This design comes from an exercise in tuning for small area and a short achievable clock period on the open sky130 flow, not from production work. No run shown here included a check of the RTL's function; only the layout flow was run.

## flow/design.v (module list and top-level ports; edited modules follow where they fit)
// module thumb: 477 lines
// module thumb_mul: 1261 lines
module thumb (read_instruction_n, instruction_address,
              instruction, read_data_n, write_data_n,
              data_address, data_in, data_out, reset_n, clk);
  // ...
==> flow/flow/run.sh <==
#!/bin/bash
export BUFFER_PORTS_ARGS="-buffer_cell sky130_fd_sc_hd__buf_4"
bash standard.sh SETUP_SLACK_MARGIN=10.4 finish > standard.log 2>&1
==> flow/standard.sh <==
#!/bin/bash
# synth_recipe.tcl (not shown) runs the flow's synth.tcl, then flattens the netlist and writes it again
# the make line also repeats each setting of config.mk as NAME=value (left out here)
make -C /OpenROAD-flow-scripts/flow DESIGN_CONFIG=/design/flow/config.mk WORK_HOME=/design/flow/orfs CLKGATE_MAP_FILE= SYNTH_SCRIPT=/design/flow/synth_recipe.tcl "${@:-finish}"
==> flow/config.mk <==
export PLATFORM = sky130hd
export DESIGN_NAME = thumb
export DESIGN_NICKNAME = thumb
export VERILOG_FILES = /design/flow/design.v
export SDC_FILE = /design/flow/constraint.sdc
export NUM_CORES = 4
export LEC_CHECK = 0
export ABC_AREA = 1
export CAP_MARGIN = 20
export CORE_MARGIN = 2
export CORE_UTILIZATION = 45
export CTS_CLUSTER_DIAMETER = 100
export CTS_CLUSTER_SIZE = 20
export GPL_ROUTABILITY_DRIVEN = 1
export PLACE_DENSITY = 0.6
export SLEW_MARGIN = 20
==> flow/constraint.sdc <==
create_clock -name core_clock -period 15.0 [get_ports {clk}]
set_input_delay 3.0000 -clock core_clock [delete_from_list [all_inputs] [get_ports {clk}]]
set_output_delay 3.0000 -clock core_clock [all_outputs]
set_load 0.01 [all_outputs]
==> load_flow_metrics.sql, run 1 <==
INSERT INTO impl_metrics (metric_group, metric, value, unit) VALUES
('floorplan', 'n_tap_cell', '1476', ''),
('route', 'dr.first_iter.drc_count', '7846', ''),
('global_routing', 'grt_start_max_net_pins', '71', ''),
('outcome', 'status', 'no timing/DRC/antenna violations', ''),
('floorplan', 'top_ports', '149', ''),
('timing', 'drv_slew', '0', ''),
('cts', 'clock_tree.root_cell', 'clkbuf_16', ''),
('cts', 'cts_made_buffers', '44', ''),
('hold_path', 'hold-path-endpoint', 'w_ldt[0]$_DFF_P_', ''),
('cts', 'clkTransAtPathRegs', '0.10', 'ns'),
('logic_synthesis', 'synth_simple_gate_area_frac', '0.1756', ''),
('route', 'drc', '0', ''),
('logic_synthesis', 'yosysUniqueCellTypes', '75', ''),
('logic_synthesis', 'synthesis.yosys.warnings', '1', ''),
('cts', 'post-cts-setup-buffer-count', '2', ''),
('cts', 'cts_num_sinks', '679', ''),
('global_routing', 'grt_antenna_before_repair', '13', ''),
('global_routing', 'grt_pass1_vias', '45510', ''),
('logic_synthesis', 'yosys.area.top_type_share', '0.1550', ''),
('layout', 'final_cell_area', '53900', 'um^2'),
('flow_run', 'maxCapViolations', '0', ''),
('timing', 'slew_hr', '0.1728', ''),
('global_routing', 'm3_gr_usage', '0.1272', ''),
('layout', 'instances_no_fill', '7835', ''),
('critical_path', 'cp_max_stage_cell', 'dfxtp_1', ''),
('layout', 'clkCellAreaFrac', '0.02558', ''),
('global_routing', 'groute.usage.overall', '0.4172', ''),
('critical_path', 'arrival', '5.20', 'ns'),
('critical_path', 'r2r_end', 'DR[31]$_DFF_P_', ''),
('critical_path', 'worst-path-max-fanout', '17', ''),
('timing', 'finalSetupViolations', '0', ''),
('global_routing', 'grt.met1_usage', '0.5384', ''),
('timing', 'finalHoldWorstSlack', '0.3324', 'ns'),
('critical_path', 'critical-path-top-delay-family', 'adder cells', ''),
('timing', 'period_needed', '4.648', 'ns'),
('layout', 'nonClockInverterCount', '935', ''),
('layout', 'most-common-layout-cells', 'nand2_1 (1162), inv_1 (878), o21ai_0 (444)', ''),
('placement', 'weighted_congestion_reported_at_the_end_of_routability_driven_placement', '1.040', ''),
('layout', 'dominant_cells', 'multi-input gates', ''),
('route', 'top_layer', 'met5', ''),
('cts', 'cts-root-to-sink-buffers', '3', ''),
('logic_synthesis', 'synth_ff_type', 'dfxtp_1', '');
==> module thumb, before the edit <==
module thumb (read_instruction_n, instruction_address,
              instruction, read_data_n, write_data_n,
              data_address, data_in, data_out, reset_n, clk);
  output read_instruction_n;
  output [31:0] instruction_address;
  input [15:0] instruction;
  output read_data_n;
  output write_data_n;
  output [31:0] data_address;
  input [31:0] data_in;
  output [31:0] data_out;
  input reset_n;
  input clk;
  reg read_data_n, write_data_n;
  reg [31:0] PC, SP, LR;
  reg [31:0] R [0:7];
  reg [7:0] rvalid;           
  reg N_Flag, Z_Flag, C_Flag, V_Flag;
  reg n_mul, z_exr, z_mul;    
  reg [15:0] IF_IR;
  reg if_bub;                 
  reg branch_taken;
  reg [31:0] opA, opB, opS;
  reg [15:0] e_one, e_two, e_neg;   
  reg e_a32, e_b32, e_cin1, e_cinc;
  reg e_radd, e_rlog, e_rshr, e_rshl, e_rmul;
  reg [3:0] e_tt;
  reg e_fill;
  reg e_fN, e_fZ, e_fC, e_fV;
  reg e_lsr0, e_zpre, e_rorc, e_sbc;
  reg e_wb, e_ld, e_st;
  reg [2:0] e_rd;
  reg [2:0] e_ldt;            
  reg e_spwe, e_lrwe, e_lror1, e_br, e_bc;
  reg [3:0] e_cond;
  reg [31:0] EXR, DR, MR;     
  reg w_we, w_ld, w_mul;
  reg [2:0] w_rd;
  reg [2:0] w_ldt;
  assign read_instruction_n = 1'b0;
  assign instruction_address = PC;
  assign data_address = EXR;
  assign data_out = DR;
  integer i;
  wire ldb = w_ldt[0], ldh = w_ldt[1], lds = w_ldt[2];
  wire [31:0] wb_data;
  wire [31:0] q3 = EXR ^ DR ^ MR;
  wire [31:0] q4 = {(EXR[30:0] & DR[30:0]) | (MR[30:0] & (EXR[30:0] ^ DR[30:0])), 1'b0};
  wire [31:0] P = q3 + q4;
  wire Pz = ~|((q3 ^ q4) ^ {q3[30:0] | q4[30:0], 1'b0});
  wire [31:0] wr = w_mul ? P : EXR;
  assign wb_data[7:0] = w_ld ? data_in[7:0] : wr[7:0];
  assign wb_data[15:8] = w_ld ? (ldb ? {8{lds & data_in[7]}} : data_in[15:8])
                              : wr[15:8];
  assign wb_data[31:16] = w_ld ? (ldb ? {16{lds & data_in[7]}} :
                                  ldh ? {16{lds & data_in[15]}} :
                                  data_in[31:16]) : wr[31:16];
  wire exv = ~branch_taken;
  wire cin = e_cinc ? C_Flag : e_cin1;
  wire [33:0] S0 = {e_a32, opA, 1'b1} + {e_b32, opB, cin};
  wire [32:0] S = S0[33:1];
  wire [32:0] ag = {e_a32, opA} & {e_b32, opB};
  wire [32:0] ap = {e_a32, opA} ^ {e_b32, opB};
  wire [31:0] L;
  genvar g;
  generate for (g = 0; g < 32; g = g + 1) begin : lg
    assign L[g] = e_tt[{opA[g], opB[g]}];
  end endgenerate
  wire [32:0] sh0 = {opA, 1'b0};
  wire [32:0] sh1 = opB[0] ? {e_fill, sh0[32:1]} : sh0;
  wire [32:0] sh2 = opB[1] ? {{2{e_fill}}, sh1[32:2]} : sh1;
  wire [32:0] sh3 = opB[2] ? {{4{e_fill}}, sh2[32:4]} : sh2;
  wire [32:0] sh4 = opB[3] ? {{8{e_fill}}, sh3[32:8]} : sh3;
  wire [32:0] sh5 = opB[4] ? {{16{e_fill}}, sh4[32:16]} : sh4;
  wire [32:0] sh6 = opB[5] ? {{32{e_fill}}, sh5[32]} : sh5;
  wire [31:0] SH = sh6[32:1];
  wire shc = sh6[0];
  wire [31:0] SHL;
  generate for (g = 0; g < 32; g = g + 1) begin : rv
    assign SHL[g] = SH[31-g];
  end endgenerate
  wire [31:0] ms, mc, mt;
  thumb_mul mul (.a(opA), .one(e_one), .two(e_two), .neg(e_neg), .s(ms), .c(mc), .t(mt));
  wire [31:0] res = ({32{e_radd}} & S[31:0]) | ({32{e_rlog}} & L) |
                    ({32{e_rshr}} & SH) | ({32{e_rshl}} & SHL);
  wire Nn = e_lsr0 ? shc : res[31];
  wire N_eff = n_mul ? P[31] : N_Flag;
  wire Z_eff = z_exr ? (EXR == 32'b0) : (z_mul ? Pz : Z_Flag);
  wire s1ones = ((ag[0] | (ap[0] & cin)) ^ ap[1]) & (&(ag[29:1] ^ ap[30:2]));
  wire T31 = S[31] ^ (e_sbc & s1ones);
  wire T32 = S[32] ^ (e_sbc & s1ones & S[31]);
  wire Cn = e_radd ? T32 : (e_rorc ? opA[31] : shc);
  wire Vn = T32 ^ T31;
  wire e_wp = e_rmul | e_sbc;    
  reg cpass;
  always @* begin
    case (e_cond)
      4'b0000: cpass = Z_eff;
      4'b0001: cpass = ~Z_eff;
      4'b0010: cpass = C_Flag;
      4'b0011: cpass = ~C_Flag;
      4'b0100: cpass = N_eff;
      4'b0101: cpass = ~N_eff;
      4'b0110: cpass = V_Flag;
      4'b0111: cpass = ~V_Flag;
      4'b1000: cpass = C_Flag & ~Z_eff;
      4'b1001: cpass = ~C_Flag & Z_eff;
      4'b1010: cpass = (N_eff == V_Flag);
      4'b1011: cpass = (N_eff != V_Flag);
      4'b1100: cpass = ~Z_eff & (N_eff == V_Flag);
      4'b1101: cpass = Z_eff & (N_eff != V_Flag);
      default: cpass = 1'b1;
    endcase
  end
  wire sp_we = exv & e_spwe;
  wire lr_we = exv & e_lrwe;
  wire [31:0] SP_next = sp_we ? S[31:0] : SP;
  wire [31:0] LR_next = lr_we ? {S[31:1], S[0] | e_lror1} : LR;
  wire [15:0] ir = IF_IR;
  wire idv = ~if_bub & ~branch_taken;
  function [2:0] hibit;
    input [7:0] l;
    integer k;
    begin
      hibit = 3'd0;
      for (k = 0; k < 8; k = k + 1)
        if (l[k]) hibit = k;
    end
  endfunction
  wire [15:0] in = instruction;
  wire n_dp = (in[15:10] == 6'b010000);
  wire n_i8 = (in[15:13] == 3'b001);
  wire n_push = (in[15:8] == 8'b10110100);
  wire [2:0] ix_n = n_i8 ? in[10:8] : (n_dp ? in[2:0] : in[5:3]);
  wire [2:0] iy_n = n_dp ? in[5:3] : in[8:6];
  wire [2:0] iz_n = n_push ? hibit(in[7:0]) :
                    ((in[15:12] == 4'b1001) ? in[10:8] : in[2:0]);
  reg [2:0] ix, iy, iz;
  always @(posedge clk) begin
    ix <= ix_n; iy <= iy_n; iz <= iz_n;
  end
  wire [2:0] found = hibit(ir[7:0]);
  wire is_push = (ir[15:8] == 8'b10110100);
  function [31:0] rread;
    input [2:0] idx;
    input [255:0] rf;
    input [7:0] vld;
    integer k;
    reg [7:0] sel;
    begin
      sel = 8'b0;
      sel[idx] = 1'b1;
      sel = sel & vld;
      rread = {32{~|sel}};
      for (k = 0; k < 8; k = k + 1)
        rread = rread | ({32{sel[k]}} & rf[32*k +: 32]);
    end
  endfunction
  wire [255:0] rflat = {R[7], R[6], R[5], R[4], R[3], R[2], R[1], R[0]};
  wire [31:0] X = rread(ix, rflat, rvalid);
  wire [31:0] Y = rread(iy, rflat, rvalid);
  wire [31:0] Zr = rread(iz, rflat, rvalid);
  wire fwd = is_push & w_we & (w_rd == iz);
  wire [31:0] Zv = fwd ? wb_data : Zr;
  wire [31:0] Xrev;
  generate for (g = 0; g < 32; g = g + 1) begin : xr
    assign Xrev[g] = X[31-g];
  end endgenerate
  wire [31:0] pc2 = PC + 32'd2;
  reg [2:0] asel;      
  reg [1:0] bsel;      
  reg [3:0] ksel;      
  reg binv;
  reg a32, b32, cin1, cinc;
  reg radd, rlog, rshr, rshl, rmul;
  reg [3:0] tt;
  reg fill_s;          
  reg fN, fZ, fC, fV;
  reg lsr0, rorc;
  reg sbc;             
  reg wb, ld, st;
  reg [2:0] rd, ldt;
  reg spwe, lrwe, lror1, br, bc;
  reg [1:0] amode;     
  reg ror;
  wire [7:0] rs8 = Y[7:0];
  wire [4:0] imm5 = ir[10:6];
  reg [5:0] amt;
  always @* begin
    case (amode)
      2'd0: amt = {1'b0, imm5};
      2'd1: amt = (imm5 == 5'd0) ? 6'd32 : {1'b0, imm5};
      2'd2: amt = (rs8 > 8'd32) ? 6'd33 : rs8[5:0];
      default: amt = ror ? {1'b0, rs8[4:0]} :
                     ((rs8 >= 8'd32) ? 6'd32 : {1'b0, rs8[4:0]});
    endcase
  end
  always @* begin
    asel = 3'd0; bsel = 2'd0; ksel = 4'd0; binv = 1'b0;
    a32 = 1'b0; b32 = 1'b0; cin1 = 1'b0; cinc = 1'b0;
    radd = 1'b0; rlog = 1'b0; rshr = 1'b0; rshl = 1'b0; rmul = 1'b0;
    tt = 4'b0000; fill_s = 1'b0;
    fN = 1'b0; fZ = 1'b0; fC = 1'b0; fV = 1'b0;
    lsr0 = 1'b0; rorc = 1'b0; sbc = 1'b0;
    wb = 1'b0; ld = 1'b0; st = 1'b0; rd = ir[2:0]; ldt = 3'b000;
    spwe = 1'b0; lrwe = 1'b0; lror1 = 1'b0; br = 1'b0; bc = 1'b0;
    amode = 2'd0; ror = 1'b0;
    case (ir[15:13])
      3'b000: begin
        if (ir[12:11] == 2'b11) begin     
          radd = 1'b1; wb = 1'b1; fN = 1'b1; fZ = 1'b1;
          bsel = ir[10] ? 2'd2 : 2'd0;    
          ksel = 4'd0;
          binv = ir[9]; b32 = ir[9]; cin1 = ir[9];
          if (ir[10] == 1'b0 || ir[9] == 1'b1 || ir[8:6] != 3'b000) begin
            fC = 1'b1; fV = 1'b1;
          end
        end
        else begin                        
          wb = 1'b1; fN = 1'b1; fZ = 1'b1; fC = 1'b1;
          bsel = 2'd3;
          case (ir[12:11])
            2'b00: begin asel = 3'd1; rshl = 1'b1; amode = 2'd0; end
            2'b01: begin rshr = 1'b1; amode = 2'd1; lsr0 = (imm5 == 5'd0); end
            default: begin rshr = 1'b1; amode = 2'd1; fill_s = 1'b1; end
          endcase
        end
      end
      3'b001: begin                       
        rd = ir[10:8]; fN = 1'b1; fZ = 1'b1;
        bsel = 2'd2; ksel = 4'd1;
        case (ir[12:11])
          2'b00: begin rlog = 1'b1; tt = 4'b1010; wb = 1'b1; end        
          2'b01: begin radd = 1'b1; binv = 1'b1; b32 = 1'b1; cin1 = 1'b1;
                       fC = 1'b1; fV = 1'b1; end                          
          2'b10: begin radd = 1'b1; wb = 1'b1; fC = 1'b1; fV = 1'b1; end  
          default: begin radd = 1'b1; binv = 1'b1; b32 = 1'b1; cin1 = 1'b1;
                       wb = 1'b1; fC = 1'b1; fV = 1'b1; end               
        endcase
      end
      3'b010: begin
        if (ir[12:10] == 3'b000) begin    
          fN = 1'b1; fZ = 1'b1;
          case (ir[9:6])
            4'h0: begin rlog = 1'b1; tt = 4'b1000; wb = 1'b1; end   
            4'h1: begin rlog = 1'b1; tt = 4'b0110; wb = 1'b1; end   
            4'h2: begin asel = 3'd1; bsel = 2'd3; amode = 2'd2; rshl = 1'b1;
                        fC = 1'b1; wb = 1'b1; end                   
            4'h3: begin bsel = 2'd3; amode = 2'd2; rshr = 1'b1;
                        fC = 1'b1; wb = 1'b1; end                   
            4'h4: begin bsel = 2'd3; amode = 2'd3; rshr = 1'b1; fill_s = 1'b1;
                        fC = 1'b1; wb = 1'b1; end                   
            4'h5: begin radd = 1'b1; cinc = 1'b1; fC = 1'b1; fV = 1'b1;
                        wb = 1'b1; end                              
            4'h6: begin radd = 1'b1; binv = 1'b1; b32 = 1'b1; cinc = 1'b1;
                        sbc = 1'b1; fC = 1'b1; fV = 1'b1; wb = 1'b1; end  
            4'h7: begin bsel = 2'd3; amode = 2'd3; ror = 1'b1; rshr = 1'b1;
                        fC = (rs8 != 8'd0); rorc = (rs8[4:0] == 5'd0);
                        wb = 1'b1; end                              
            4'h8: begin rlog = 1'b1; tt = 4'b1000; end              
            4'h9: begin radd = 1'b1; asel = 3'd7; binv = 1'b1; b32 = ~Y[31];
                        cin1 = 1'b1; fC = 1'b1; fV = 1'b1; wb = 1'b1; end  
            4'hA: begin radd = 1'b1; binv = 1'b1; b32 = 1'b1; cin1 = 1'b1;
                        fC = 1'b1; fV = 1'b1; end                   
            4'hB: begin radd = 1'b1; fC = 1'b1; fV = 1'b1; end      
            4'hC: begin rlog = 1'b1; tt = 4'b1110; end             
            4'hD: begin rmul = 1'b1; wb = 1'b1; end                 
            4'hE: begin rlog = 1'b1; tt = 4'b0100; wb = 1'b1; end   
            default: begin rlog = 1'b1; tt = 4'b0101; wb = 1'b1; end  
          endcase
        end
        else if (ir[12:11] == 2'b01) begin    
          asel = 3'd3; bsel = 2'd2; ksel = 4'd5; radd = 1'b1;
          ld = 1'b1; wb = 1'b1; rd = ir[10:8];
        end
        else if (ir[12] == 1'b1) begin        
          radd = 1'b1;
          case (ir[11:9])
            3'b000: st = 1'b1;
            3'b001: st = 1'b1;
            3'b010: st = 1'b1;
            3'b011: begin ld = 1'b1; ldt = 3'b101; end
            3'b100: begin ld = 1'b1; ldt = 3'b000; end
            3'b101: begin ld = 1'b1; ldt = 3'b010; end
            3'b110: begin ld = 1'b1; ldt = 3'b001; end
            default: begin ld = 1'b1; ldt = 3'b110; end
          endcase
          wb = ld;
        end
      end
      3'b011: begin                       
        radd = 1'b1; bsel = 2'd2;
        ksel = ir[12] ? 4'd3 : 4'd2;      
        ld = ir[11]; st = ~ir[11]; wb = ir[11];
        ldt = ir[12] ? 3'b001 : 3'b000;
      end
      3'b100: begin
        radd = 1'b1; bsel = 2'd2;
        ld = ir[11]; st = ~ir[11]; wb = ir[11];
        if (ir[12] == 1'b0) begin         
          ksel = 4'd4; ldt = 3'b010;
        end
        else begin                        
          asel = 3'd5; ksel = 4'd5; rd = ir[10:8];
        end
      end
      3'b101: begin
        if (ir[12] == 1'b0) begin         
          radd = 1'b1; bsel = 2'd2; ksel = 4'd5; wb = 1'b1; rd = ir[10:8];
          asel = ir[11] ? 3'd5 : 3'd3;
        end
        else if (ir[11:8] == 4'b0000) begin   
          radd = 1'b1; bsel = 2'd2; ksel = 4'd6; asel = 3'd5; spwe = 1'b1;
          binv = ir[7]; cin1 = ir[7];
        end
        else if (ir[11:8] == 4'b0100) begin   
          radd = 1'b1; bsel = 2'd2; ksel = 4'd8; asel = 3'd5; spwe = 1'b1;
          st = 1'b1;
        end
        else if (ir[11:8] == 4'b1100) begin   
          rlog = 1'b1; tt = 4'b1100; bsel = 2'd2; ksel = 4'd7; asel = 3'd5;
          spwe = 1'b1; ld = 1'b1; wb = 1'b1; rd = found;
        end
      end
      3'b110: begin
        if (ir[12] == 1'b1) begin
          if (ir[11:8] == 4'b1111) begin      
            radd = 1'b1; asel = 3'd2; bsel = 2'd2; ksel = 4'd13; br = 1'b1;
          end
          else if (ir[11:8] != 4'b1110) begin  
            radd = 1'b1; asel = 3'd4; bsel = 2'd2; ksel = 4'd9; bc = 1'b1;
          end
        end
      end
      default: begin
        case (ir[12:11])
          2'b00: begin radd = 1'b1; asel = 3'd4; bsel = 2'd2; ksel = 4'd10;
                       br = 1'b1; end           
          2'b10: begin radd = 1'b1; asel = 3'd2; bsel = 2'd2; ksel = 4'd11;
                       lrwe = 1'b1; end         
          2'b11: begin radd = 1'b1; asel = 3'd6; bsel = 2'd2; ksel = 4'd12;
                       lrwe = 1'b1; lror1 = 1'b1; br = 1'b1; end   
          default: ;
        endcase
      end
    endcase
  end
  reg [31:0] K;
  always @* begin
    case (ksel)
      4'd0: K = {29'b0, ir[8:6]};
      4'd1: K = {24'b0, ir[7:0]};
      4'd2: K = {25'b0, ir[10:6], 2'b0};
      4'd3: K = {27'b0, ir[10:6]};
      4'd4: K = {26'b0, ir[10:6], 1'b0};
      4'd5: K = {22'b0, ir[7:0], 2'b0};
      4'd6: K = {23'b0, ir[6:0], 2'b0};
      4'd7: K = 32'd4;
      4'd8: K = 32'hfffffffc;
      4'd9: K = {{23{ir[7]}}, ir[7:0], 1'b0};
      4'd10: K = {{20{ir[10]}}, ir[10:0], 1'b0};
      4'd11: K = {{9{ir[10]}}, ir[10:0], 12'b0};
      4'd12: K = {20'b0, ir[10:0], 1'b0};
      default: K = 32'hfffffffe;
    endcase
  end
  reg [31:0] A_d, B_d;
  always @* begin
    case (asel)
      3'd0: A_d = X;
      3'd1: A_d = Xrev;
      3'd2: A_d = PC;
      3'd3: A_d = {PC[31:2], 2'b00};
      3'd4: A_d = pc2;
      3'd5: A_d = SP_next;
      3'd6: A_d = LR_next;
      default: A_d = 32'b0;
    endcase
    case (bsel)
      2'd0: B_d = Y ^ {32{binv}};
      2'd2: B_d = K ^ {32{binv}};
      default: B_d = {26'b0, amt};
    endcase
  end
  always @(posedge clk) begin
    opA <= A_d;
    opB <= B_d;
    opS <= Zv;
    for (i = 0; i < 16; i = i + 1) begin
      e_one[i] <= Y[2*i] ^ ((i == 0) ? 1'b0 : Y[2*i-1]);
      e_two[i] <= (Y[2*i+1] & ~Y[2*i] & ~((i == 0) ? 1'b0 : Y[2*i-1])) |
                  (~Y[2*i+1] & Y[2*i] & ((i == 0) ? 1'b0 : Y[2*i-1]));
      e_neg[i] <= Y[2*i+1];
    end
    e_a32 <= a32; e_b32 <= b32; e_cin1 <= cin1; e_cinc <= cinc;
    e_radd <= radd; e_rlog <= rlog; e_rshr <= rshr; e_rshl <= rshl;
    e_rmul <= rmul;
    e_tt <= tt;
    e_fill <= fill_s & X[31];
    e_lsr0 <= lsr0; e_zpre <= (X == 32'b0); e_rorc <= rorc; e_sbc <= sbc;
    e_rd <= rd; e_ldt <= ldt;
    e_cond <= ir[11:8];
    e_lror1 <= lror1;
    e_fN <= idv & fN; e_fZ <= idv & fZ; e_fC <= idv & fC; e_fV <= idv & fV;
    e_wb <= idv & wb; e_ld <= idv & ld; e_st <= idv & st;
    e_spwe <= idv & spwe; e_lrwe <= idv & lrwe;
    e_br <= idv & br; e_bc <= idv & bc;
  end
  always @(negedge reset_n or posedge clk) begin
    if (~reset_n) begin
      PC <= 32'b0;
      if_bub <= 1'b1;
    end
    else begin
      PC <= branch_taken ? EXR : pc2;
      if_bub <= branch_taken;
    end
  end
  always @(posedge clk) IF_IR <= instruction;
  always @(negedge reset_n or posedge clk) begin
    if (~reset_n) begin
      branch_taken <= 1'b0;
      read_data_n <= 1'b1;
      write_data_n <= 1'b1;
      w_we <= 1'b0;
      SP <= 32'b0;
      LR <= 32'b0;
      N_Flag <= 1'b0;
      Z_Flag <= 1'b0;
      n_mul <= 1'b0;
      z_exr <= 1'b0;
      z_mul <= 1'b0;
      C_Flag <= 1'b0;
      V_Flag <= 1'b0;
    end
    else begin
      branch_taken <= exv & (e_br | (e_bc & cpass));
      read_data_n <= ~(exv & e_ld);
      write_data_n <= ~(exv & e_st);
      w_we <= exv & e_wb;
      SP <= SP_next;
      LR <= LR_next;
      if (exv & e_fN) begin
        N_Flag <= Nn; n_mul <= e_wp;
      end
      else begin
        N_Flag <= N_eff; n_mul <= 1'b0;
      end
      if (exv & e_fZ) begin
        Z_Flag <= e_zpre; z_exr <= ~e_lsr0 & ~e_wp; z_mul <= e_wp;
      end
      else begin
        Z_Flag <= Z_eff; z_exr <= 1'b0; z_mul <= 1'b0;
      end
      if (exv & e_fC) C_Flag <= Cn;
      if (exv & e_fV) V_Flag <= Vn;
    end
  end
  always @(posedge clk) begin
    EXR <= e_rmul ? ms : res;
    MR <= {32{e_rmul}} & mt;
    DR <= e_rmul ? mc : (e_sbc ? 32'd2 : opS);
    w_mul <= e_wp;
    w_rd <= e_rd;
    w_ld <= e_ld;
    w_ldt <= e_ldt;
  end
  always @(negedge reset_n or posedge clk) begin
    if (~reset_n)
      rvalid <= 8'b0;
    else if (w_we)
      rvalid[w_rd] <= 1'b1;
  end
  always @(posedge clk) begin
    if (w_we) R[w_rd] <= wb_data;
  end
endmodule
==> inputs of run 2 (changes only) <==
--- a/flow/design.v
+++ b/flow/design.v
@@ -28,31 +28,32 @@
   reg e_fill;
   reg e_fN, e_fZ, e_fC, e_fV;
   reg e_lsr0, e_zpre, e_rorc, e_sbc;
   reg e_wb, e_ld, e_st;
   reg [2:0] e_rd;
   reg [2:0] e_ldt;            
   reg e_spwe, e_lrwe, e_lror1, e_br, e_bc;
   reg [3:0] e_cond;
-  reg [31:0] EXR, DR, MR;     
+  reg [31:0] EXR, DR, MR, MU;   
   reg w_we, w_ld, w_mul;
   reg [2:0] w_rd;
   reg [2:0] w_ldt;
   assign read_instruction_n = 1'b0;
   assign instruction_address = PC;
   assign data_address = EXR;
   assign data_out = DR;
   integer i;
   wire ldb = w_ldt[0], ldh = w_ldt[1], lds = w_ldt[2];
   wire [31:0] wb_data;
-  wire [31:0] q3 = EXR ^ DR ^ MR;
-  wire [31:0] q4 = {(EXR[30:0] & DR[30:0]) | (MR[30:0] & (EXR[30:0] ^ DR[30:0])), 1'b0};
+  wire [31:0] q1 = EXR ^ DR ^ MR;
+  wire [31:0] q2 = {(EXR[30:0] & DR[30:0]) | (MR[30:0] & (EXR[30:0] ^ DR[30:0])), 1'b0};
+  wire [31:0] q3 = q1 ^ q2 ^ MU;
+  wire [31:0] q4 = {(q1[30:0] & q2[30:0]) | (MU[30:0] & (q1[30:0] ^ q2[30:0])), 1'b0};
   wire [31:0] P = q3 + q4;
-  wire Pz = ~|((q3 ^ q4) ^ {q3[30:0] | q4[30:0], 1'b0});
   wire [31:0] wr = w_mul ? P : EXR;
   assign wb_data[7:0] = w_ld ? data_in[7:0] : wr[7:0];
   assign wb_data[15:8] = w_ld ? (ldb ? {8{lds & data_in[7]}} : data_in[15:8])
                               : wr[15:8];
   assign wb_data[31:16] = w_ld ? (ldb ? {16{lds & data_in[7]}} :
                                   ldh ? {16{lds & data_in[15]}} :
                                   data_in[31:16]) : wr[31:16];
   wire exv = ~branch_taken;
@@ -74,23 +75,23 @@
   wire [32:0] sh5 = opB[4] ? {{16{e_fill}}, sh4[32:16]} : sh4;
   wire [32:0] sh6 = opB[5] ? {{32{e_fill}}, sh5[32]} : sh5;
   wire [31:0] SH = sh6[32:1];
   wire shc = sh6[0];
   wire [31:0] SHL;
   generate for (g = 0; g < 32; g = g + 1) begin : rv
     assign SHL[g] = SH[31-g];
   end endgenerate
-  wire [31:0] ms, mc, mt;
-  thumb_mul mul (.a(opA), .one(e_one), .two(e_two), .neg(e_neg), .s(ms), .c(mc), .t(mt));
+  wire [31:0] ms, mc, mt, mu;
+  thumb_mul mul (.a(opA), .one(e_one), .two(e_two), .neg(e_neg), .s(ms), .c(mc), .t(mt), .u(mu));
   wire [31:0] res = ({32{e_radd}} & S[31:0]) | ({32{e_rlog}} & L) |
                     ({32{e_rshr}} & SH) | ({32{e_rshl}} & SHL);
   wire Nn = e_lsr0 ? shc : res[31];
   wire N_eff = n_mul ? P[31] : N_Flag;
-  wire Z_eff = z_exr ? (EXR == 32'b0) : (z_mul ? Pz : Z_Flag);
+  wire Z_eff = z_exr ? (EXR == 32'b0) : (z_mul ? (P == 32'b0) : Z_Flag);
   wire s1ones = ((ag[0] | (ap[0] & cin)) ^ ap[1]) & (&(ag[29:1] ^ ap[30:2]));
   wire T31 = S[31] ^ (e_sbc & s1ones);
   wire T32 = S[32] ^ (e_sbc & s1ones & S[31]);
   wire Cn = e_radd ? T32 : (e_rorc ? opA[31] : shc);
   wire Vn = T32 ^ T31;
   wire e_wp = e_rmul | e_sbc;    
   reg cpass;
   always @* begin
@@ -454,36 +455,37 @@
       end
       if (exv & e_fC) C_Flag <= Cn;
       if (exv & e_fV) V_Flag <= Vn;
     end
   end
   always @(posedge clk) begin
     EXR <= e_rmul ? ms : res;
     MR <= {32{e_rmul}} & mt;
+    MU <= {32{e_rmul}} & mu;
     DR <= e_rmul ? mc : (e_sbc ? 32'd2 : opS);
     w_mul <= e_wp;
     w_rd <= e_rd;
     w_ld <= e_ld;
     w_ldt <= e_ldt;
   end
   always @(negedge reset_n or posedge clk) begin
     if (~reset_n)
       rvalid <= 8'b0;
     else if (w_we)
       rvalid[w_rd] <= 1'b1;
   end
   always @(posedge clk) begin
     if (w_we) R[w_rd] <= wb_data;
   end
 endmodule
-module thumb_mul (a, one, two, neg, s, c, t);
+module thumb_mul (a, one, two, neg, s, c, t, u);
   input [31:0] a;
   input [15:0] one, two, neg;
-  output [31:0] s, c, t;
+  output [31:0] s, c, t, u;
   wire one0 = one[0];
   wire two0 = two[0];
   wire neg0 = neg[0];
   wire pp0_0 = ((one0 & a[0]) | (two0 & 1'b0)) ^ neg0;
   wire pp0_1 = ((one0 & a[1]) | (two0 & a[0])) ^ neg0;
   wire pp0_2 = ((one0 & a[2]) | (two0 & a[1])) ^ neg0;
   wire pp0_3 = ((one0 & a[3]) | (two0 & a[2])) ^ neg0;
   wire pp0_4 = ((one0 & a[4]) | (two0 & a[3])) ^ neg0;
@@ -1522,217 +1524,137 @@
   wire fs361;
   wire fc362;
   assign fs361 = fs259 ^ fs261 ^ fs263;
   assign fc362 = (fs259 & fs261) | (fs263 & (fs259 ^ fs261));
   wire fs363;
   wire fc364;
   assign fs363 = fc254 ^ fc256 ^ fc258;
   assign fc364 = (fc254 & fc256) | (fc258 & (fc254 ^ fc256));
-  wire hs365;
-  wire hc366;
-  assign hs365 = pp0_4 ^ pp1_4;
-  assign hc366 = pp0_4 & pp1_4;
-  wire hs367;
-  wire hc368;
-  assign hs367 = pp0_5 ^ pp1_5;
-  assign hc368 = pp0_5 & pp1_5;
-  wire fs369;
-  wire fc370;
-  assign fs369 = pp2_6 ^ pp3_6 ^ neg3;
-  assign fc370 = (pp2_6 & pp3_6) | (neg3 & (pp2_6 ^ pp3_6));
-  wire fs371;
-  wire fc372;
-  assign fs371 = pp2_7 ^ pp3_7 ^ hs267;
-  assign fc372 = (pp2_7 & pp3_7) | (hs267 & (pp2_7 ^ pp3_7));
-  wire fs373;
-  wire fc374;
-  assign fs373 = neg4 ^ fs269 ^ hs271;
-  assign fc374 = (neg4 & fs269) | (hs271 & (neg4 ^ fs269));
-  wire fs375;
-  wire fc376;
-  assign fs375 = fs273 ^ hs275 ^ fc270;
-  assign fc376 = (fs273 & hs275) | (fc270 & (fs273 ^ hs275));
-  wire fs377;
-  wire fc378;
-  assign fs377 = fs277 ^ fs279 ^ fc274;
-  assign fc378 = (fs277 & fs279) | (fc274 & (fs277 ^ fs279));
-  wire fs379;
-  wire fc380;
-  assign fs379 = fs281 ^ fs283 ^ fc278;
-  assign fc380 = (fs281 & fs283) | (fc278 & (fs281 ^ fs283));
-  wire fs381;
-  wire fc382;
-  assign fs381 = fs285 ^ fs287 ^ fc282;
-  assign fc382 = (fs285 & fs287) | (fc282 & (fs285 ^ fs287));
-  wire fs383;
-  wire fc384;
-  assign fs383 = fs289 ^ fs291 ^ fc286;
-  assign fc384 = (fs289 & fs291) | (fc286 & (fs289 ^ fs291));
-  wire fs385;
-  wire fc386;
-  assign fs385 = fs293 ^ fs295 ^ fc290;
-  assign fc386 = (fs293 & fs295) | (fc290 & (fs293 ^ fs295));
-  wire fs387;
-  wire fc388;
-  assign fs387 = fs297 ^ fs299 ^ fc294;
-  assign fc388 = (fs297 & fs299) | (fc294 & (fs297 ^ fs299));
-  wire fs389;
-  wire fc390;
-  assign fs389 = fs301 ^ fs303 ^ fc298;
-  assign fc390 = (fs301 & fs303) | (fc298 & (fs301 ^ fs303));
-  wire fs391;
-  wire fc392;
-  assign fs391 = fs305 ^ fs307 ^ fc302;
-  assign fc392 = (fs305 & fs307) | (fc302 & (fs305 ^ fs307));
-  wire fs393;
-  wire fc394;
-  assign fs393 = fs309 ^ fs311 ^ fc306;
-  assign fc394 = (fs309 & fs311) | (fc306 & (fs309 ^ fs311));
-  wire fs395;
-  wire fc396;
-  assign fs395 = fs313 ^ fs315 ^ fc310;
-  assign fc396 = (fs313 & fs315) | (fc310 & (fs313 ^ fs315));
-  wire fs397;
-  wire fc398;
-  assign fs397 = fs317 ^ fs319 ^ fc314;
-  assign fc398 = (fs317 & fs319) | (fc314 & (fs317 ^ fs319));
-  wire fs399;
-  wire fc400;
-  assign fs399 = fs321 ^ fs323 ^ fc318;
-  assign fc400 = (fs321 & fs323) | (fc318 & (fs321 ^ fs323));
-  wire fs401;
-  wire fc402;
-  assign fs401 = fs325 ^ fs327 ^ fc322;
-  assign fc402 = (fs325 & fs327) | (fc322 & (fs325 ^ fs327));
-  wire fs403;
-  wire fc404;
-  assign fs403 = fs329 ^ fs331 ^ fc326;
-  assign fc404 = (fs329 & fs331) | (fc326 & (fs329 ^ fs331));
-  wire fs405;
-  wire fc406;
-  assign fs405 = fs333 ^ fs335 ^ fc330;
-  assign fc406 = (fs333 & fs335) | (fc330 & (fs333 ^ fs335));
-  wire fs407;
-  wire fc408;
-  assign fs407 = fs337 ^ fs339 ^ fc334;
-  assign fc408 = (fs337 & fs339) | (fc334 & (fs337 ^ fs339));
-  wire fs409;
-  wire fc410;
-  assign fs409 = fs341 ^ fs343 ^ fc338;
-  assign fc410 = (fs341 & fs343) | (fc338 & (fs341 ^ fs343));
-  wire fs411;
-  wire fc412;
-  assign fs411 = fs345 ^ fs347 ^ fc342;
-  assign fc412 = (fs345 & fs347) | (fc342 & (fs345 ^ fs347));
-  wire fs413;
-  wire fc414;
-  assign fs413 = fs349 ^ fs351 ^ fc346;
-  assign fc414 = (fs349 & fs351) | (fc346 & (fs349 ^ fs351));
-  wire fs415;
-  wire fc416;
-  assign fs415 = fs353 ^ fs355 ^ fc350;
-  assign fc416 = (fs353 & fs355) | (fc350 & (fs353 ^ fs355));
-  wire fs417;
-  wire fc418;
-  assign fs417 = fs357 ^ fs359 ^ fc354;
-  assign fc418 = (fs357 & fs359) | (fc354 & (fs357 ^ fs359));
-  wire fs419;
-  wire fc420;
-  assign fs419 = fs361 ^ fs363 ^ fc358;
-  assign fc420 = (fs361 & fs363) | (fc358 & (fs361 ^ fs363));
   assign s[0] = pp0_0;
   assign c[0] = neg0;
   assign t[0] = 1'b0;
+  assign u[0] = 1'b0;
   assign s[1] = pp0_1;
   assign c[1] = 1'b0;
   assign t[1] = 1'b0;
+  assign u[1] = 1'b0;
   assign s[2] = pp0_2;
   assign c[2] = pp1_2;
   assign t[2] = neg1;
+  assign u[2] = 1'b0;
   assign s[3] = pp0_3;
   assign c[3] = pp1_3;
   assign t[3] = 1'b0;
-  assign s[4] = pp2_4;
-  assign c[4] = neg2;
-  assign t[4] = hs365;
-  assign s[5] = pp2_5;
-  assign c[5] = hs367;
-  assign t[5] = hc366;
-  assign s[6] = hs265;
-  assign c[6] = fs369;
-  assign t[6] = hc368;
-  assign s[7] = hc266;
-  assign c[7] = fs371;
-  assign t[7] = fc370;
-  assign s[8] = hc268;
-  assign c[8] = fs373;
-  assign t[8] = fc372;
-  assign s[9] = hc272;
-  assign c[9] = fs375;
-  assign t[9] = fc374;
-  assign s[10] = hc276;
-  assign c[10] = fs377;
-  assign t[10] = fc376;
-  assign s[11] = fc280;
-  assign c[11] = fs379;
-  assign t[11] = fc378;
-  assign s[12] = fc284;
-  assign c[12] = fs381;
-  assign t[12] = fc380;
-  assign s[13] = fc288;
-  assign c[13] = fs383;
-  assign t[13] = fc382;
-  assign s[14] = fc292;
-  assign c[14] = fs385;
-  assign t[14] = fc384;
-  assign s[15] = fc296;
-  assign c[15] = fs387;
-  assign t[15] = fc386;
-  assign s[16] = fc300;
-  assign c[16] = fs389;
-  assign t[16] = fc388;
-  assign s[17] = fc304;
-  assign c[17] = fs391;
-  assign t[17] = fc390;
-  assign s[18] = fc308;
-  assign c[18] = fs393;
-  assign t[18] = fc392;
-  assign s[19] = fc312;
-  assign c[19] = fs395;
-  assign t[19] = fc394;
-  assign s[20] = fc316;
-  assign c[20] = fs397;
-  assign t[20] = fc396;
-  assign s[21] = fc320;
-  assign c[21] = fs399;
-  assign t[21] = fc398;
-  assign s[22] = fc324;
-  assign c[22] = fs401;
-  assign t[22] = fc400;
-  assign s[23] = fc328;
-  assign c[23] = fs403;
-  assign t[23] = fc402;
-  assign s[24] = fc332;
-  assign c[24] = fs405;
-  assign t[24] = fc404;
-  assign s[25] = fc336;
-  assign c[25] = fs407;
-  assign t[25] = fc406;
-  assign s[26] = fc340;
-  assign c[26] = fs409;
-  assign t[26] = fc408;
-  assign s[27] = fc344;
-  assign c[27] = fs411;
-  assign t[27] = fc410;
-  assign s[28] = fc348;
-  assign c[28] = fs413;
-  assign t[28] = fc412;
-  assign s[29] = fc352;
-  assign c[29] = fs415;
-  assign t[29] = fc414;
-  assign s[30] = fc356;
-  assign c[30] = fs417;
-  assign t[30] = fc416;
-  assign s[31] = fc360;
-  assign c[31] = fs419;
-  assign t[31] = fc418;
+  assign u[3] = 1'b0;
+  assign s[4] = pp0_4;
+  assign c[4] = pp1_4;
+  assign t[4] = pp2_4;
+  assign u[4] = neg2;
+  assign s[5] = pp0_5;
+  assign c[5] = pp1_5;
+  assign t[5] = pp2_5;
+  assign u[5] = 1'b0;
+  assign s[6] = pp2_6;
+  assign c[6] = pp3_6;
+  assign t[6] = neg3;
+  assign u[6] = hs265;
+  assign s[7] = pp2_7;
+  assign c[7] = pp3_7;
+  assign t[7] = hs267;
+  assign u[7] = hc266;
+  assign s[8] = neg4;
+  assign c[8] = fs269;
+  assign t[8] = hs271;
+  assign u[8] = hc268;
+  assign s[9] = fs273;
+  assign c[9] = hs275;
+  assign t[9] = fc270;
+  assign u[9] = hc272;
+  assign s[10] = fs277;
+  assign c[10] = fs279;
+  assign t[10] = fc274;
+  assign u[10] = hc276;
+  assign s[11] = fs281;
+  assign c[11] = fs283;
+  assign t[11] = fc278;
+  assign u[11] = fc280;
+  assign s[12] = fs285;
+  assign c[12] = fs287;
+  assign t[12] = fc282;
+  assign u[12] = fc284;
+  assign s[13] = fs289;
+  assign c[13] = fs291;
+  assign t[13] = fc286;
+  assign u[13] = fc288;
+  assign s[14] = fs293;
+  assign c[14] = fs295;
+  assign t[14] = fc290;
+  assign u[14] = fc292;
+  assign s[15] = fs297;
+  assign c[15] = fs299;
+  assign t[15] = fc294;
+  assign u[15] = fc296;
+  assign s[16] = fs301;
+  assign c[16] = fs303;
+  assign t[16] = fc298;
+  assign u[16] = fc300;
+  assign s[17] = fs305;
+  assign c[17] = fs307;
+  assign t[17] = fc302;
+  assign u[17] = fc304;
+  assign s[18] = fs309;
+  assign c[18] = fs311;
+  assign t[18] = fc306;
+  assign u[18] = fc308;
+  assign s[19] = fs313;
+  assign c[19] = fs315;
+  assign t[19] = fc310;
+  assign u[19] = fc312;
+  assign s[20] = fs317;
+  assign c[20] = fs319;
+  assign t[20] = fc314;
+  assign u[20] = fc316;
+  assign s[21] = fs321;
+  assign c[21] = fs323;
+  assign t[21] = fc318;
+  assign u[21] = fc320;
+  assign s[22] = fs325;
+  assign c[22] = fs327;
+  assign t[22] = fc322;
+  assign u[22] = fc324;
+  assign s[23] = fs329;
+  assign c[23] = fs331;
+  assign t[23] = fc326;
+  assign u[23] = fc328;
+  assign s[24] = fs333;
+  assign c[24] = fs335;
+  assign t[24] = fc330;
+  assign u[24] = fc332;
+  assign s[25] = fs337;
+  assign c[25] = fs339;
+  assign t[25] = fc334;
+  assign u[25] = fc336;
+  assign s[26] = fs341;
+  assign c[26] = fs343;
+  assign t[26] = fc338;
+  assign u[26] = fc340;
+  assign s[27] = fs345;
+  assign c[27] = fs347;
+  assign t[27] = fc342;
+  assign u[27] = fc344;
+  assign s[28] = fs349;
+  assign c[28] = fs351;
+  assign t[28] = fc346;
+  assign u[28] = fc348;
+  assign s[29] = fs353;
+  assign c[29] = fs355;
+  assign t[29] = fc350;
+  assign u[29] = fc352;
+  assign s[30] = fs357;
+  assign c[30] = fs359;
+  assign t[30] = fc354;
+  assign u[30] = fc356;
+  assign s[31] = fs361;
+  assign c[31] = fs363;
+  assign t[31] = fc358;
+  assign u[31] = fc360;
 endmodule
==> flow/flow/run.sh (replaced) <==
#!/bin/bash
export BUFFER_PORTS_ARGS="-buffer_cell sky130_fd_sc_hd__buf_4"
bash standard.sh > standard.log 2>&1
==> flow/config.mk (replaced) <==
export PLATFORM = sky130hd
export DESIGN_NAME = thumb
export DESIGN_NICKNAME = thumb
export VERILOG_FILES = /design/flow/design.v
export SDC_FILE = /design/flow/constraint.sdc
export NUM_CORES = 4
export LEC_CHECK = 0
export ABC_AREA = 1
export CAP_MARGIN = 40
export CORE_MARGIN = 2
export CORE_UTILIZATION = 30
export GPL_ROUTABILITY_DRIVEN = 1
export PLACE_DENSITY = 0.45
export SLEW_MARGIN = 20
==> load_flow_metrics.sql, run 2 <==
INSERT INTO impl_metrics (metric_group, metric, value, unit) VALUES
('timing', 'drv_slew', '0', ''),
('hold_path', 'type_of_the_worst_min_delay_path', 'flip-flop to flip-flop', ''),
('logic_synthesis', 'netlist.top_cell.by_area', 'edfxtp_1', ''),
('logic_synthesis', 'syn-instance-count', '6228', ''),
('critical_path', 'ff2ff_path_depth', '24', ''),
('timing', 'transition_time_of_the_tightest_slew_check_pin', '1.002', 'ns'),
('critical_path', 'crit_end', 'branch_taken$_DFF_PN0_', ''),
('route', 'route.vias.total', '48860', ''),
('timing', 'finClkSkew', '0.05727', 'ns'),
('route', 'dr.first_iter.drc_count', '6866', ''),
('floorplan', 'start_util', '0.3010', ''),
('layout', 'synthToLayoutAreaGrowth', '14.86', '%'),
('critical_path', 'cp-end-kind', 'flip-flop', ''),
('floorplan', 'dieArea', '168300', 'um^2'),
('logic_synthesis', 'syn_nets', '6614', ''),
('critical_path', 'arrival', '5.64', 'ns'),
('global_routing', 'grt_antenna_before_repair', '12', ''),
('logic_synthesis', 'synth_sequential_area_ratio', '0.3490', ''),
('logic_synthesis', 'syn-mean-instance-area', '7.948', 'um^2'),
('timing', 'fmax', '199.1', 'MHz'),
('floorplan', 'die_w', '410.2', 'um'),
('floorplan', 'top_ports', '149', ''),
('critical_path', 'r2r_start', 'EXR[28]$_DFF_P_', ''),
('logic_synthesis', 'netlist_top_cells_area', 'edfxtp_1 (16%), dfxtp_1 (14%), fa_1 (8.9%)', ''),
('timing', 'finalSetupTns', '0', 'ns'),
('layout', 'multi_input_area', '27290', 'um^2'),
('layout', 'mostFrequentLayoutCell', 'nand2_1', ''),
('cts', 'cts_made_buffers', '88', ''),
('critical_path', 'worst-path-max-fanout', '4', ''),
('layout', 'nets', '6697', ''),
('layout', 'flip_flop_count_of_the_largest_register_after_layout', '256', ''),
('floorplan', 'die_y', '410.2', 'um'),
('global_routing', 'global_route_wire_length_before_repair', '365000', 'um'),
('logic_synthesis', 'syn_area', '49500', 'um^2'),
('logic_synthesis', 'synth.most_common_cell', 'nand2_1', ''),
('global_routing', 'grt_start_max_net_pins', '71', ''),
('logic_synthesis', 'yosysUniqueCellTypes', '78', ''),
('timing', 'period_needed', '5.022', 'ns'),
('timing', 'hold_violations_final', '0', ''),
('route', 'ant_nets', '0', ''),
('cts', 'cts-root-to-sink-buffers', '3', ''),
('logic_synthesis', 'synth_async_sr_flop_share', '0.1629', ''),
('critical_path', 'endpoint_required_time_on_the_critical_path', '15.62', 'ns'),
('layout', 'drive_gt1_frac', '0.09663', ''),
('global_routing', 'groute.usage.overall', '0.3058', ''),
('cts', 'clock_insertion_delay_worst_skew', '0.74', 'ns'),
('logic_synthesis', 'synthesis.yosys.warnings', '1', ''),
('global_routing', 'grt_pass1_vias', '46540', ''),
('cts', 'clkTransAtPathRegs', '0.06', 'ns'),
('cts', 'cts.hold.buffers_added', '0', ''),
('layout', 'filler_cell_count', '17290', ''),
('logic_synthesis', 'synth_ff_type', 'dfxtp_1', ''),
('timing', 'setup_repair_after_global_routing_missed_its_margin', 'false', ''),
('route', 'routed_via_density', '5.698', ''),
('logic_synthesis', 'synth_commonest_cells', 'nand2_1 (1044), inv_1 (929), o22ai_1 (442)', ''),
('cts', 'clock_tree.root_cell', 'clkbuf_16', ''),
('cts', 'cts_num_sinks', '706', ''),
('placement', 'numPortBuffers', '147', ''),
('critical_path', 'setup.worst_path.start_class', 'flip-flop', ''),
('timing', 'finalSetupViolations', '0', ''),
('cts', 'htree_num_levels', '3', ''),
('placement', 'post-dp-hpwl', '195600', 'um'),
('critical_path', 'r2r_end', 'branch_taken$_DFF_PN0_', ''),
('cts', 'cts_tree', 'yes', ''),
('flow_run', 'maxCapViolations', '0', ''),
('floorplan', 'num_rows', '149', ''),
('route', 'drc', '0', ''),
('outcome', 'status', 'no timing/DRC/antenna violations', ''),
('layout', 'most-common-layout-cells', 'nand2_1 (1042), inv_1 (923), o22ai_1 (442)', ''),
('timing', 'slew_hr', '0.3323', ''),
('critical_path', 'r2r_slack', '9.98', 'ns'),
('cts', 'ctsResizeCount', '0', ''),
('route', 'routedWlPerCell', '30.88', 'um'),
('logic_synthesis', 'yosys.area.top_type_share', '0.1553', ''),
('layout', 'largest-register', 'R', ''),
('timing', 'post-route-period-util', '0.3348', ''),
('logic_synthesis', 'synth_edf_count', '256', ''),
('cts', 'post-cts-setup-buffer-count', '0', ''),
('floorplan', 'core_area', '164400', 'um^2'),
('logic_synthesis', 'synth_seq_cells', '706', ''),
('placement', 'weighted_congestion_reported_at_the_end_of_routability_driven_placement', '1.023', ''),
('layout', 'seqCellArea', '17280', 'um^2'),
('critical_path', 'critPathKind', 'flip-flop to flip-flop', ''),
('critical_path', 'worst_setup_path_startpoint', 'EXR[28]$_DFF_P_', ''),
('route', 'finalWirelength', '264800', 'um'),
('global_routing', 'gr-total-overflow', '0', ''),
('route', 'drt-pass1-iter-count', '6', '');
-- run 2: changes by cell type after synthesis, sizes merged, moves of 16 or more --
cell    change
a21oi      +54
a221oi     +16
clkbuf     +18
dfxtp      +27
ha         -29
inv        +52
nand2     -116
nor2       -82
o21ai      -23
o22ai      +30
xor2       -30
-- run 2: how the worst min path moves through the flow --
stage,startpoint,slack [ns],to,cells after the start
3_3_place_gp,e_ldt[1]$_DFF_P_,0.31,w_ldt[1]$_DFF_P_,0
2_1_floorplan,e_ldt[0]$_DFF_P_,0.31,w_ldt[0]$_DFF_P_,0
3_5_place_dp,e_ldt[1]$_DFF_P_,0.31,w_ldt[1]$_DFF_P_,0
4_1_cts,e_ldt[1]$_DFF_P_,0.33,w_ldt[1]$_DFF_P_,0
6_report,e_ldt[1]$_DFF_P_,0.32,w_ldt[1]$_DFF_P_,0
5_1_grt,e_ldt[2]$_DFF_P_,0.34,w_ldt[2]$_DFF_P_,0
-- run 2: area by class of cell --
cell class / instances / area share
sequential: 706 / 0.3039
clock buffer: 107 / 0.04192
timing repair buffer: 327 / 0.04597
antenna: 2 / 0.00008802
multi-input combinational: 4192 / 0.4800
inverter: 996 / 0.06580
tap: 2189 / 0.04817
clock inverter: 57 / 0.01415
-- run 2: layer usage --
layer / GRT usage / share of wire / up-vias
met2: 0.4565 / 0.42 / 2878
met4: 0.1543 / 0.059 / 6
met1: 0.4102 / 0.41 / 24090
li1: - / - / 21280
met5: 0 / 0.00016 / -
met3: 0.07383 / 0.10 / 610
-- run 2: kinds of logic (layout without fill, tap and decap cells) --
| family | count (synthesis) | count (layout) | share of synthesized area |
|---|---|---|---|
| multiplexers | 21 | 21 | 0.004297 |
| adder cells (fa/ha/maj) | 336 | 336 | 0.1184 |
| flip-flops | 706 | 706 | 0.3490 |
| XOR/XNOR | 361 | 361 | 0.06387 |
| other | 1 | 3 | 0.00007576 |
| buffers and inverters | 1330 | 1487 | 0.1024 |
| AO/OA/AOI/OAI | 1638 | 1638 | 0.2051 |
| AND/OR/NAND/NOR | 1835 | 1835 | 0.1569 |
-- run 2: through the flow --
step           std cells    util  cell area (um^2)  hold slack [ns]  worst slack (ns)
2_1_floorplan       6228       -             49500           0.3096             10.83
3_3_place_gp        8370  0.3236             53210           0.3128             9.489
3_5_place_dp        8399  0.3258             53570           0.3132             9.933
4_1_cts             8563  0.3452             56750           0.3258             9.923
5_1_grt             8574  0.3458             56850           0.3377             9.668
6_report            8576  0.3458             56860           0.3237             9.978
-- run 2: worst max-delay path, cell delays in order (launching register included) --
cell	delay, ns
dfxtp_1	0.66
inv_1	0.17
fa_1	0.54
fa_1	0.57
inv_1	0.07
ha_1	0.36
inv_1	0.15
o21bai_1	0.12
a21boi_0	0.21
nand2_1	0.11
nor2_1	0.23
nand2_1	0.08
nand2_1	0.08
nand2_1	0.14
inv_1	0.09
nand2_1	0.06
nor2_1	0.12
nand3_1	0.29
nand2_1	0.14
nand2_1	0.23
nand2_1	0.16
nand2_1	0.09
nand3b_1	0.09
o21bai_1	0.07
a21oi_1	0.12

[afterwards: timing with drivers on the ports]
In the flow no input, the clock included, has a driving cell. The finished layouts below were timed again as built, in two steps. Step 1 sets driving cells, clkbuf_16 on the clock port and buf_2 on the other inputs (assumed; they add their load-dependent delay and slew). Step 2 moves the port delays by t, midway between the first and last clock arrival at a register: inputs arrive t later, outputs are due t later. That takes back most of the time a late clock gives input paths. Three values: no drivers, after step 1, after step 2; two values: the first two.
run	t (ns)	setup slack, ns	worst hold slack (ns)	worst setup path at the end	worst slew at a driven data input, ns
run 1	0.767	10.352 / 10.274 / 9.962	0.332 / 0.332 / 0.332	input to register	0.10
run 2	0.797	9.978 / 9.978 / 9.900	0.324 / 0.324 / 0.324	input to register	0.09
After both steps setup and hold are still met in every run listed. For run 1, which loses most, drivers alone change the setup slack by -0.078 ns; drivers and shift together by -0.390 ns.
